Source: an optimization exercise on an open RTL-to-GDS flow (aim: small area). Production flows keep margins and buffers that such runs may drop.
Where RTL was checked, it was by simulation tests only, not by an equivalence proof against the original.
Power is estimated from default activity; no workload was simulated.

==> run R: inputs <==
==> flow/design.v (excerpt) <==
module design_5 #(parameter width = 8, parameter cwidth = 4)(
  input [width-1:0] OPA, OPB,
  input CLK, RST, CE, MODE, CIN,
  input [1:0] INP_VALID,
  input [cwidth-1:0] CMD,
  output [2*width:0] RES,
  output OFLOW,
  output COUT,
  output G,
  output L,
  output E,
  output ERR
);
Settings: LEC_CHECK=0, ABC_AREA=1, CAP_MARGIN=20, CORE_MARGIN=2, CORE_UTILIZATION=40, SLEW_MARGIN=20, SYNTH_HIERARCHICAL=1, SYNTH_MINIMUM_KEEP_SIZE=0; clock period 8.0 ns.
standard.sh (not shown) runs the stock make flow with config.mk's settings and CLKGATE_MAP_FILE= SYNTH_SCRIPT=/design/flow/synth_recipe.tcl, a recipe that flattens the netlist after the stock synthesis.
==> flow/flow/run.sh <==
#!/bin/bash
# Layout flow: the standard flow (standard.sh) with two changes:
#  - synthesis is the standard synthesis script (synth_recipe.tcl) with only
#    the ABC mapping script replaced by flow/area.abc (area-oriented mapping);
#  - the port buffers that placement inserts use sky130_fd_sc_hd__buf_1.
# Each tool's full output goes to a log file in this folder.
set -euo pipefail
W=$(pwd)
export MY_ABC_SCRIPT="$W/flow/area.abc"
{
  cat <<'TCL'
proc abc {args} {
  set i [lsearch -exact $args -script]
  if { $i >= 0 } { lset args [expr {$i + 1}] $::env(MY_ABC_SCRIPT) }
  yosys abc {*}$args
}
TCL
  cat "$W/synth_recipe.tcl"
} > "$W/own_synth.tcl"
bash "$W/standard.sh" finish "SYNTH_SCRIPT=$W/own_synth.tcl" \
  "BUFFER_PORTS_ARGS=-buffer_cell sky130_fd_sc_hd__buf_1" > "$W/flow_make.log" 2>&1
==> flow/flow/area.abc <==
&get -n
&st
&dc2
&dch -f
&nf -a
&put
topo
==> inputs of run A, as changes to run R <==
--- a/flow/design.v
+++ b/flow/design.v
@@ -1,11 +1,11 @@
 module design_5 #(parameter width = 8, parameter cwidth = 4)(
   input [width-1:0] OPA, OPB,
   input CLK, RST, CE, MODE, CIN,
   input [1:0] INP_VALID,
   input [cwidth-1:0] CMD,
-  output [2*width:0] RES,
+  output reg [2*width:0] RES,
   output OFLOW,
   output COUT,
   output G,
   output L,
   output E,
@@ -56,25 +56,27 @@
   wire ror_in = {INP_VALID, MODE, CMD} == 7'b11_0_1101;
   wire [7:0] b_in = {OPB[7:3], OPB[2] ^ (ror_in & (OPB[1] | OPB[0])), OPB[1] ^ (ror_in & OPB[0]),
                      INP_VALID == 2'b01 ? CMD[0] : OPB[0]};
   reg [7:0] A, B;
   reg [4:0] op;
-  reg [18:0] s2;
+  reg [18:9] s2;
   wire [18:0] enc;
   always @(posedge CLK) begin
     if (CE) begin
       A  <= a_in;
       B  <= b_in;
     end
   end
   always @(posedge CLK or posedge RST) begin
     if (RST) begin
       op <= 5'b0;
-      s2 <= 19'b0;
+      s2 <= 10'b0;
+      RES[8:0] <= 9'b0;
     end else if (CE) begin
       op <= code;
-      s2 <= enc;
+      s2 <= enc[18:9];
+      RES[8:0] <= enc[8:0];
     end
   end
   wire o_add  = op == C_ADD,  o_add1 = op == C_ADD1, o_sub  = op == C_SUB,  o_sub1 = op == C_SUB1;
   wire o_sadd = op == C_SADD, o_ssub = op == C_SSUB, o_ida  = op == C_IDA,  o_idb  = op == C_IDB;
   wire o_imul = op == C_IMUL, o_smul = op == C_SMUL, o_shb  = op == C_SHB,  o_cmp  = op == C_CMP;
@@ -87,24 +89,25 @@
   wire ones_a = o_idb & A[0];
   wire mul   = o_imul | o_smul;
   wire cin   = o_add1 | o_sub | o_ssub | (o_ida & ~B[0]) | (o_idb & ~A[0]) | o_imul;
   wire rot   = o_rot;
   wire sa    = o_sha | rot;             
-  wire shl   = (o_sha & B[0]) | (o_shb & A[0]);
-  wire shr   = (o_sha & ~B[0]) | (o_shb & ~A[0]);
-  wire [2:0] k = B[2:0];
+  wire shla  = o_sha & B[0], shra = o_sha & ~B[0];
+  wire shlb  = o_shb & A[0], shrb = o_shb & ~A[0];
+  wire shl   = shla | shlb;
+  wire shr   = shra | shrb;
   wire [7:0] oh;
   genvar gj;
   generate for (gj = 0; gj < 8; gj = gj + 1) begin : g_oh
-    if (gj == 1)      assign oh[gj] = (rot & (k == gj)) | shl;
-    else if (gj == 7) assign oh[gj] = (rot & (k == gj)) | shr;
-    else              assign oh[gj] = rot & (k == gj);
+    if (gj == 1)      assign oh[gj] = (rot & (B[2:0] == gj)) | shla;
+    else if (gj == 7) assign oh[gj] = (rot & (B[2:0] == gj)) | shra;
+    else              assign oh[gj] = rot & (B[2:0] == gj);
   end endgenerate
   wire [8:0] U = ({sgn & A[7], A} & {9{use_a}}) | {9{ones_a}};
   wire [8:0] V = ({sgn & B[7], B} & {9{use_b}}) ^ {9{inv_b}};
-  wire [7:0] X = (A & {8{mul | sa}}) | (oh & {8{o_shb}});
-  wire [7:0] Y = (B & {8{mul | o_shb}}) | (oh & {8{sa}});
+  wire [7:0] X = (A & {8{mul | sa}}) | {shrb, 5'b0, shlb, 1'b0};
+  wire [7:0] Y = (B & {8{mul | o_shb}}) | oh;
   wire [16:0] R;      
   wire c_split;
   wire r8 = R[8] ^ c_split;
   wire pp0_0 = X[0] & Y[0];
   wire pp0_1 = X[0] & Y[1];
@@ -362,31 +365,31 @@
   reg [7:0] f2;
   integer i;
   always @* for (i = 0; i < 8; i = i + 1)
     f2[i] = fgrp & ((op[3] & A[i] & B[i]) | (op[2] & A[i] & ~B[i]) | (op[1] & ~A[i] & B[i]) | (op[0] & ~A[i] & ~B[i]));
   wire arith9 = o_add | o_add1 | o_sub | o_sub1 | sgn | o_ida | o_idb;
-  wire lo_en  = arith9 | rot | shl;
   wire hi_en  = rot | shr;
   wire sx     = o_sub | o_sub1 | sgn | (o_ida & B[0]) | (o_idb & A[0]);
   wire cf     = o_add | o_add1 | sgn;
-  wire [8:0] val = ({r8 & arith9, R[7:0] & {8{lo_en}}}) | {1'b0, R[15:8] & {8{hi_en}}} | {1'b0, f2};
+  wire [8:0] val = {r8 & arith9, R[7] & ~shr, R[6:0]} | {1'b0, R[15:8] & {8{hi_en}}} | {1'b0, f2};
   wire f_of = ((o_sub | o_sub1) & lt)
             | (o_sadd & (A[7] == B[7]) & (R[7] != A[7]))
             | (o_ssub & (A[7] != B[7]) & (R[7] != A[7]));
   wire cmpop = o_cmp | sgn;
   wire f_e = cmpop & eq;
   wire f_l = cmpop & lt;
   wire f_g = cmpop & gt;
   wire f_err = rot & (|B[7:3]);
-  assign enc = mul ? (o_imul ? {1'b1, R[8] & c_split, R[16:9], r8, R[7:0]}
-                             : {1'b1, c_split, R[15:8], R[7:0], 1'b0})
-                   : {2'b00, cf, 1'b0, f_err, f_e, f_l, f_g, f_of, sx, val};
+  assign enc[7:0]  = o_smul ? {R[6:0], 1'b0} : val[7:0];
+  assign enc[8]    = o_smul ? R[7] : r8 & (arith9 | o_imul);
+  assign enc[18:9] = mul ? (o_imul ? {1'b1, R[8] & c_split, R[16:9]} : {1'b1, c_split, R[15:8]})
+                         : {2'b00, cf & r8, 1'b0, f_err, f_e, f_l, f_g, f_of, sx & r8};
   wire m = s2[18];
-  wire sext = s2[8] & s2[9];
+  wire sext = s2[9];
   wire [7:0] hi = s2[16:9] + s2[17];
-  assign RES   = {m ? hi : {8{sext}}, s2[8:0]};
-  assign COUT  = m ? hi[7] : s2[16] & s2[8];
+  always @* RES[16:9] = m ? hi : {8{sext}};
+  assign COUT  = m ? hi[7] : s2[16];
   assign OFLOW = ~m & s2[10];
   assign G     = ~m & s2[11];
   assign L     = ~m & s2[12];
   assign E     = ~m & s2[13];
   assign ERR   = ~m & s2[14];
Settings changed: CTS_BUF_LIST set to sky130_fd_sc_hd__clkbuf_8, CTS_CLUSTER_DIAMETER set to 500, CTS_CLUSTER_SIZE set to 50.
==> inputs of run G, as changes to run R <==
--- a/flow/design.v
+++ b/flow/design.v
@@ -1,11 +1,11 @@
 module design_5 #(parameter width = 8, parameter cwidth = 4)(
   input [width-1:0] OPA, OPB,
   input CLK, RST, CE, MODE, CIN,
   input [1:0] INP_VALID,
   input [cwidth-1:0] CMD,
-  output [2*width:0] RES,
+  output reg [2*width:0] RES,
   output OFLOW,
   output COUT,
   output G,
   output L,
   output E,
@@ -56,25 +56,27 @@
   wire ror_in = {INP_VALID, MODE, CMD} == 7'b11_0_1101;
   wire [7:0] b_in = {OPB[7:3], OPB[2] ^ (ror_in & (OPB[1] | OPB[0])), OPB[1] ^ (ror_in & OPB[0]),
                      INP_VALID == 2'b01 ? CMD[0] : OPB[0]};
   reg [7:0] A, B;
   reg [4:0] op;
-  reg [18:0] s2;
+  reg [18:9] s2;
   wire [18:0] enc;
   always @(posedge CLK) begin
     if (CE) begin
       A  <= a_in;
       B  <= b_in;
     end
   end
   always @(posedge CLK or posedge RST) begin
     if (RST) begin
       op <= 5'b0;
-      s2 <= 19'b0;
+      s2 <= 10'b0;
+      RES[8:0] <= 9'b0;
     end else if (CE) begin
       op <= code;
-      s2 <= enc;
+      s2 <= enc[18:9];
+      RES[8:0] <= enc[8:0];
     end
   end
   wire o_add  = op == C_ADD,  o_add1 = op == C_ADD1, o_sub  = op == C_SUB,  o_sub1 = op == C_SUB1;
   wire o_sadd = op == C_SADD, o_ssub = op == C_SSUB, o_ida  = op == C_IDA,  o_idb  = op == C_IDB;
   wire o_imul = op == C_IMUL, o_smul = op == C_SMUL, o_shb  = op == C_SHB,  o_cmp  = op == C_CMP;
@@ -377,16 +379,16 @@
   wire f_l = cmpop & lt;
   wire f_g = cmpop & gt;
   wire f_err = rot & (|B[7:3]);
   assign enc = mul ? (o_imul ? {1'b1, R[8] & c_split, R[16:9], r8, R[7:0]}
                              : {1'b1, c_split, R[15:8], R[7:0], 1'b0})
-                   : {2'b00, cf, 1'b0, f_err, f_e, f_l, f_g, f_of, sx, val};
+                   : {2'b00, cf & r8, 1'b0, f_err, f_e, f_l, f_g, f_of, sx & r8, val};
   wire m = s2[18];
-  wire sext = s2[8] & s2[9];
+  wire sext = s2[9];
   wire [7:0] hi = s2[16:9] + s2[17];
-  assign RES   = {m ? hi : {8{sext}}, s2[8:0]};
-  assign COUT  = m ? hi[7] : s2[16] & s2[8];
+  always @* RES[16:9] = m ? hi : {8{sext}};
+  assign COUT  = m ? hi[7] : s2[16];
   assign OFLOW = ~m & s2[10];
   assign G     = ~m & s2[11];
   assign L     = ~m & s2[12];
   assign E     = ~m & s2[13];
   assign ERR   = ~m & s2[14];
==> flow/flow/area.abc (replaced) <==
&get -n
&st
&dc2
&put
dch -f
amap
topo
==> inputs of run B, as changes to run R <==
--- a/flow/design.v
+++ b/flow/design.v
@@ -1,11 +1,11 @@
 module design_5 #(parameter width = 8, parameter cwidth = 4)(
   input [width-1:0] OPA, OPB,
   input CLK, RST, CE, MODE, CIN,
   input [1:0] INP_VALID,
   input [cwidth-1:0] CMD,
-  output [2*width:0] RES,
+  output reg [2*width:0] RES,
   output OFLOW,
   output COUT,
   output G,
   output L,
   output E,
@@ -13,13 +13,13 @@
 );
   localparam [4:0] C_ZERO = 5'b00000;
   localparam [4:0] C_AND  = 5'b01000, C_NAND = 5'b00111, C_OR   = 5'b01110, C_NOR = 5'b00001;
   localparam [4:0] C_XOR  = 5'b00110, C_XNOR = 5'b01001, C_NOTA = 5'b00011, C_NOTB = 5'b00101;
   localparam [4:0] C_ADD  = 5'b10000, C_ADD1 = 5'b10001, C_SUB1 = 5'b10010, C_SUB  = 5'b10011;
-  localparam [4:0] C_SADD = 5'b10100, C_SSUB = 5'b10111, C_IDA  = 5'b10110, C_IDB  = 5'b10101;
-  localparam [4:0] C_IMUL = 5'b11000, C_SMUL = 5'b11001, C_SHB  = 5'b11010, C_CMP  = 5'b11011;
-  localparam [4:0] C_ROT  = 5'b11100, C_SHA  = 5'b11110;
+  localparam [4:0] C_SADD = 5'b10100, C_IMUL = 5'b10101, C_IDA  = 5'b10110, C_SSUB = 5'b10111;
+  localparam [4:0] C_IDB  = 5'b11001, C_SHB  = 5'b11010, C_CMP  = 5'b11011;
+  localparam [4:0] C_SMUL = 5'b11100, C_ROT  = 5'b11101, C_SHA  = 5'b11110;
   reg [4:0] code;
   always @* begin
     code = C_ZERO;
     case ({INP_VALID, MODE, CMD})
       7'b11_1_0000: code = C_ADD;
@@ -56,55 +56,60 @@
   wire ror_in = {INP_VALID, MODE, CMD} == 7'b11_0_1101;
   wire [7:0] b_in = {OPB[7:3], OPB[2] ^ (ror_in & (OPB[1] | OPB[0])), OPB[1] ^ (ror_in & OPB[0]),
                      INP_VALID == 2'b01 ? CMD[0] : OPB[0]};
   reg [7:0] A, B;
   reg [4:0] op;
-  reg [18:0] s2;
+  reg [18:9] s2;
   wire [18:0] enc;
   always @(posedge CLK) begin
     if (CE) begin
       A  <= a_in;
       B  <= b_in;
     end
   end
   always @(posedge CLK or posedge RST) begin
     if (RST) begin
       op <= 5'b0;
-      s2 <= 19'b0;
+      s2 <= 10'b0;
+      RES[8:0] <= 9'b0;
     end else if (CE) begin
       op <= code;
-      s2 <= enc;
+      s2 <= enc[18:9];
+      RES[8:0] <= enc[8:0];
     end
   end
   wire o_add  = op == C_ADD,  o_add1 = op == C_ADD1, o_sub  = op == C_SUB,  o_sub1 = op == C_SUB1;
   wire o_sadd = op == C_SADD, o_ssub = op == C_SSUB, o_ida  = op == C_IDA,  o_idb  = op == C_IDB;
   wire o_imul = op == C_IMUL, o_smul = op == C_SMUL, o_shb  = op == C_SHB,  o_cmp  = op == C_CMP;
   wire o_rot  = op == C_ROT,  o_sha  = op == C_SHA;
   wire fgrp   = ~op[4];
+  wire agrp  = op[4] & ~op[3];
   wire sgn   = o_sadd | o_ssub;
-  wire use_a = o_add | o_add1 | o_sub | o_sub1 | sgn | o_ida | o_imul;
-  wire use_b = o_add | o_add1 | o_sub | o_sub1 | sgn | o_idb | o_imul;
-  wire inv_b = o_sub | o_sub1 | o_ssub | (o_ida & B[0]);
+  wire use_a = agrp;
+  wire use_b = (agrp & ~o_ida) | o_idb;
+  wire inv_b = (agrp & op[1] & ~o_ida) | (o_ida & B[0]);
   wire ones_a = o_idb & A[0];
   wire mul   = o_imul | o_smul;
-  wire cin   = o_add1 | o_sub | o_ssub | (o_ida & ~B[0]) | (o_idb & ~A[0]) | o_imul;
+  wire cin   = (agrp & op[0]) | (o_ida & ~B[0]) | (o_idb & ~A[0]);
   wire rot   = o_rot;
   wire sa    = o_sha | rot;             
-  wire shl   = (o_sha & B[0]) | (o_shb & A[0]);
-  wire shr   = (o_sha & ~B[0]) | (o_shb & ~A[0]);
-  wire [2:0] k = B[2:0];
+  wire xa    = o_imul | (op[4] & op[3] & op[2]);
+  wire shla  = o_sha & B[0], shra = o_sha & ~B[0];
+  wire shlb  = o_shb & A[0], shrb = o_shb & ~A[0];
+  wire shl   = shla | shlb;
+  wire shr   = shra | shrb;
   wire [7:0] oh;
   genvar gj;
   generate for (gj = 0; gj < 8; gj = gj + 1) begin : g_oh
-    if (gj == 1)      assign oh[gj] = (rot & (k == gj)) | shl;
-    else if (gj == 7) assign oh[gj] = (rot & (k == gj)) | shr;
-    else              assign oh[gj] = rot & (k == gj);
+    if (gj == 1)      assign oh[gj] = (rot & (B[2:0] == gj)) | shla;
+    else if (gj == 7) assign oh[gj] = (rot & (B[2:0] == gj)) | shra;
+    else              assign oh[gj] = rot & (B[2:0] == gj);
   end endgenerate
   wire [8:0] U = ({sgn & A[7], A} & {9{use_a}}) | {9{ones_a}};
   wire [8:0] V = ({sgn & B[7], B} & {9{use_b}}) ^ {9{inv_b}};
-  wire [7:0] X = (A & {8{mul | sa}}) | (oh & {8{o_shb}});
-  wire [7:0] Y = (B & {8{mul | o_shb}}) | (oh & {8{sa}});
+  wire [7:0] X = (A & {8{xa}}) | {shrb, 5'b0, shlb, 1'b0};
+  wire [7:0] Y = (B & {8{mul | o_shb}}) | oh;
   wire [16:0] R;      
   wire c_split;
   wire r8 = R[8] ^ c_split;
   wire pp0_0 = X[0] & Y[0];
   wire pp0_1 = X[0] & Y[1];
@@ -362,31 +367,31 @@
   reg [7:0] f2;
   integer i;
   always @* for (i = 0; i < 8; i = i + 1)
     f2[i] = fgrp & ((op[3] & A[i] & B[i]) | (op[2] & A[i] & ~B[i]) | (op[1] & ~A[i] & B[i]) | (op[0] & ~A[i] & ~B[i]));
   wire arith9 = o_add | o_add1 | o_sub | o_sub1 | sgn | o_ida | o_idb;
-  wire lo_en  = arith9 | rot | shl;
   wire hi_en  = rot | shr;
   wire sx     = o_sub | o_sub1 | sgn | (o_ida & B[0]) | (o_idb & A[0]);
   wire cf     = o_add | o_add1 | sgn;
-  wire [8:0] val = ({r8 & arith9, R[7:0] & {8{lo_en}}}) | {1'b0, R[15:8] & {8{hi_en}}} | {1'b0, f2};
+  wire [8:0] val = {r8 & arith9, R[7] & ~shr, R[6:0]} | {1'b0, R[15:8] & {8{hi_en}}} | {1'b0, f2};
   wire f_of = ((o_sub | o_sub1) & lt)
             | (o_sadd & (A[7] == B[7]) & (R[7] != A[7]))
             | (o_ssub & (A[7] != B[7]) & (R[7] != A[7]));
   wire cmpop = o_cmp | sgn;
   wire f_e = cmpop & eq;
   wire f_l = cmpop & lt;
   wire f_g = cmpop & gt;
   wire f_err = rot & (|B[7:3]);
-  assign enc = mul ? (o_imul ? {1'b1, R[8] & c_split, R[16:9], r8, R[7:0]}
-                             : {1'b1, c_split, R[15:8], R[7:0], 1'b0})
-                   : {2'b00, cf, 1'b0, f_err, f_e, f_l, f_g, f_of, sx, val};
+  assign enc[7:0]  = o_smul ? {R[6:0], 1'b0} : val[7:0];
+  assign enc[8]    = o_smul ? R[7] : r8 & (arith9 | o_imul);
+  assign enc[18:9] = mul ? (o_imul ? {1'b1, R[8] & c_split, R[16:9]} : {1'b1, c_split, R[15:8]})
+                         : {2'b00, cf & r8, 1'b0, f_err, f_e, f_l, f_g, f_of, sx & r8};
   wire m = s2[18];
-  wire sext = s2[8] & s2[9];
+  wire sext = s2[9];
   wire [7:0] hi = s2[16:9] + s2[17];
-  assign RES   = {m ? hi : {8{sext}}, s2[8:0]};
-  assign COUT  = m ? hi[7] : s2[16] & s2[8];
+  always @* RES[16:9] = m ? hi : {8{sext}};
+  assign COUT  = m ? hi[7] : s2[16];
   assign OFLOW = ~m & s2[10];
   assign G     = ~m & s2[11];
   assign L     = ~m & s2[12];
   assign E     = ~m & s2[13];
   assign ERR   = ~m & s2[14];
==> qor.yml <==
run_status:
  outcome: "complete, no violations"
routing:
  drtIter0Drc: 674
power:
  p_seq_frac: 0.484
  power_density_nw_per_um2: 94.7
layout:
  largest_reg_flops: 19
  reg_top3: "s2 x19, A x8, B x8"
cts:
  clock_latency_ns: 0.28
global_route:
  grt_use_met2: 0.342
placement:
  dp_hpwl_um: 10900
# the run above: run R

==> qor.yml <==
run_status:
  outcome: "complete, no violations"
power:
  p_seq_frac: 0.448
layout:
  largest_reg_flops: 10
  reg_top3: "s2 x10, RES x9"
routing:
  drtIter0Drc: 434
cts:
  clock_latency_ns: 0.28
placement:
  dp_hpwl_um: 10500
global_route:
  grt_use_met2: 0.330
# the run above: run B

==> qor.yml <==
power:
  p_seq_frac: 0.434
  power_density_nw_per_um2: 101
cts:
  clock_latency_ns: 0.29
routing:
  drtIter0Drc: 562
setup_path:
  startpoint: "op[0]$_DFFE_PP0P_"
placement:
  dp_hpwl_um: 12000
run_status:
  outcome: "complete, no violations"
global_route:
  grt_use_met2: 0.377
layout:
  largest_reg_flops: 10
  reg_top3: "s2 x10, RES x9"
  n_fill_cell: 1214
# the run above: run G

==> qor.yml <==
run_status:
  outcome: "complete, no violations"
cts:
  clock_latency_ns: 0.30
routing:
  drc: 0
  drtIter0Drc: 431
placement:
  dp_hpwl_um: 11200
layout:
  largest_reg_flops: 10
  nNonClkInverters: 28
setup_path:
  end_kind: "flip-flop"
  cp_num_cells: 23
power:
  p_seq_frac: 0.536
  p_sw_w: 0.000147
global_route:
  grt_start_max_net_pins: 59
  grt_pass1_wl_um: 22500
# the run above: run A

Only the layout flow was run in run G and run B; the RTL was not checked for function there.

what the ideal ports hide:
How much do the figures lean on ideal ports? The routed layouts below were timed once more, with nothing changed but the port constraints. Step 1 sets driving cells, clkbuf_16 on the clock port and buf_2 on the other inputs (assumed; they add their load-dependent delay and slew). Step 2 also shifts input and output timing later by t, the mid clock arrival at the registers, as if the neighbouring blocks saw the same clock. Slacks: ideal ports / drivers / drivers and shift; pairs: ideal ports / drivers.
run | shift t [ns] | slack for setup (ns) | slew at the worst register clock pin (ns) | worst slew at a driven data input, ns
run R | 0.311 | 0.320 / 0.320 / 0.320 | 0.06 / 0.06 | 0.03
run A | 0.333 | 0.447 / 0.447 / 0.447 | 0.08 / 0.08 | 0.04
run G | 0.322 | 0.521 / 0.521 / 0.521 | 0.06 / 0.06 | 0.03
run B | 0.315 | 0.437 / 0.437 / 0.437 | 0.05 / 0.05 | 0.03
After both steps setup and hold are still met in every run listed.
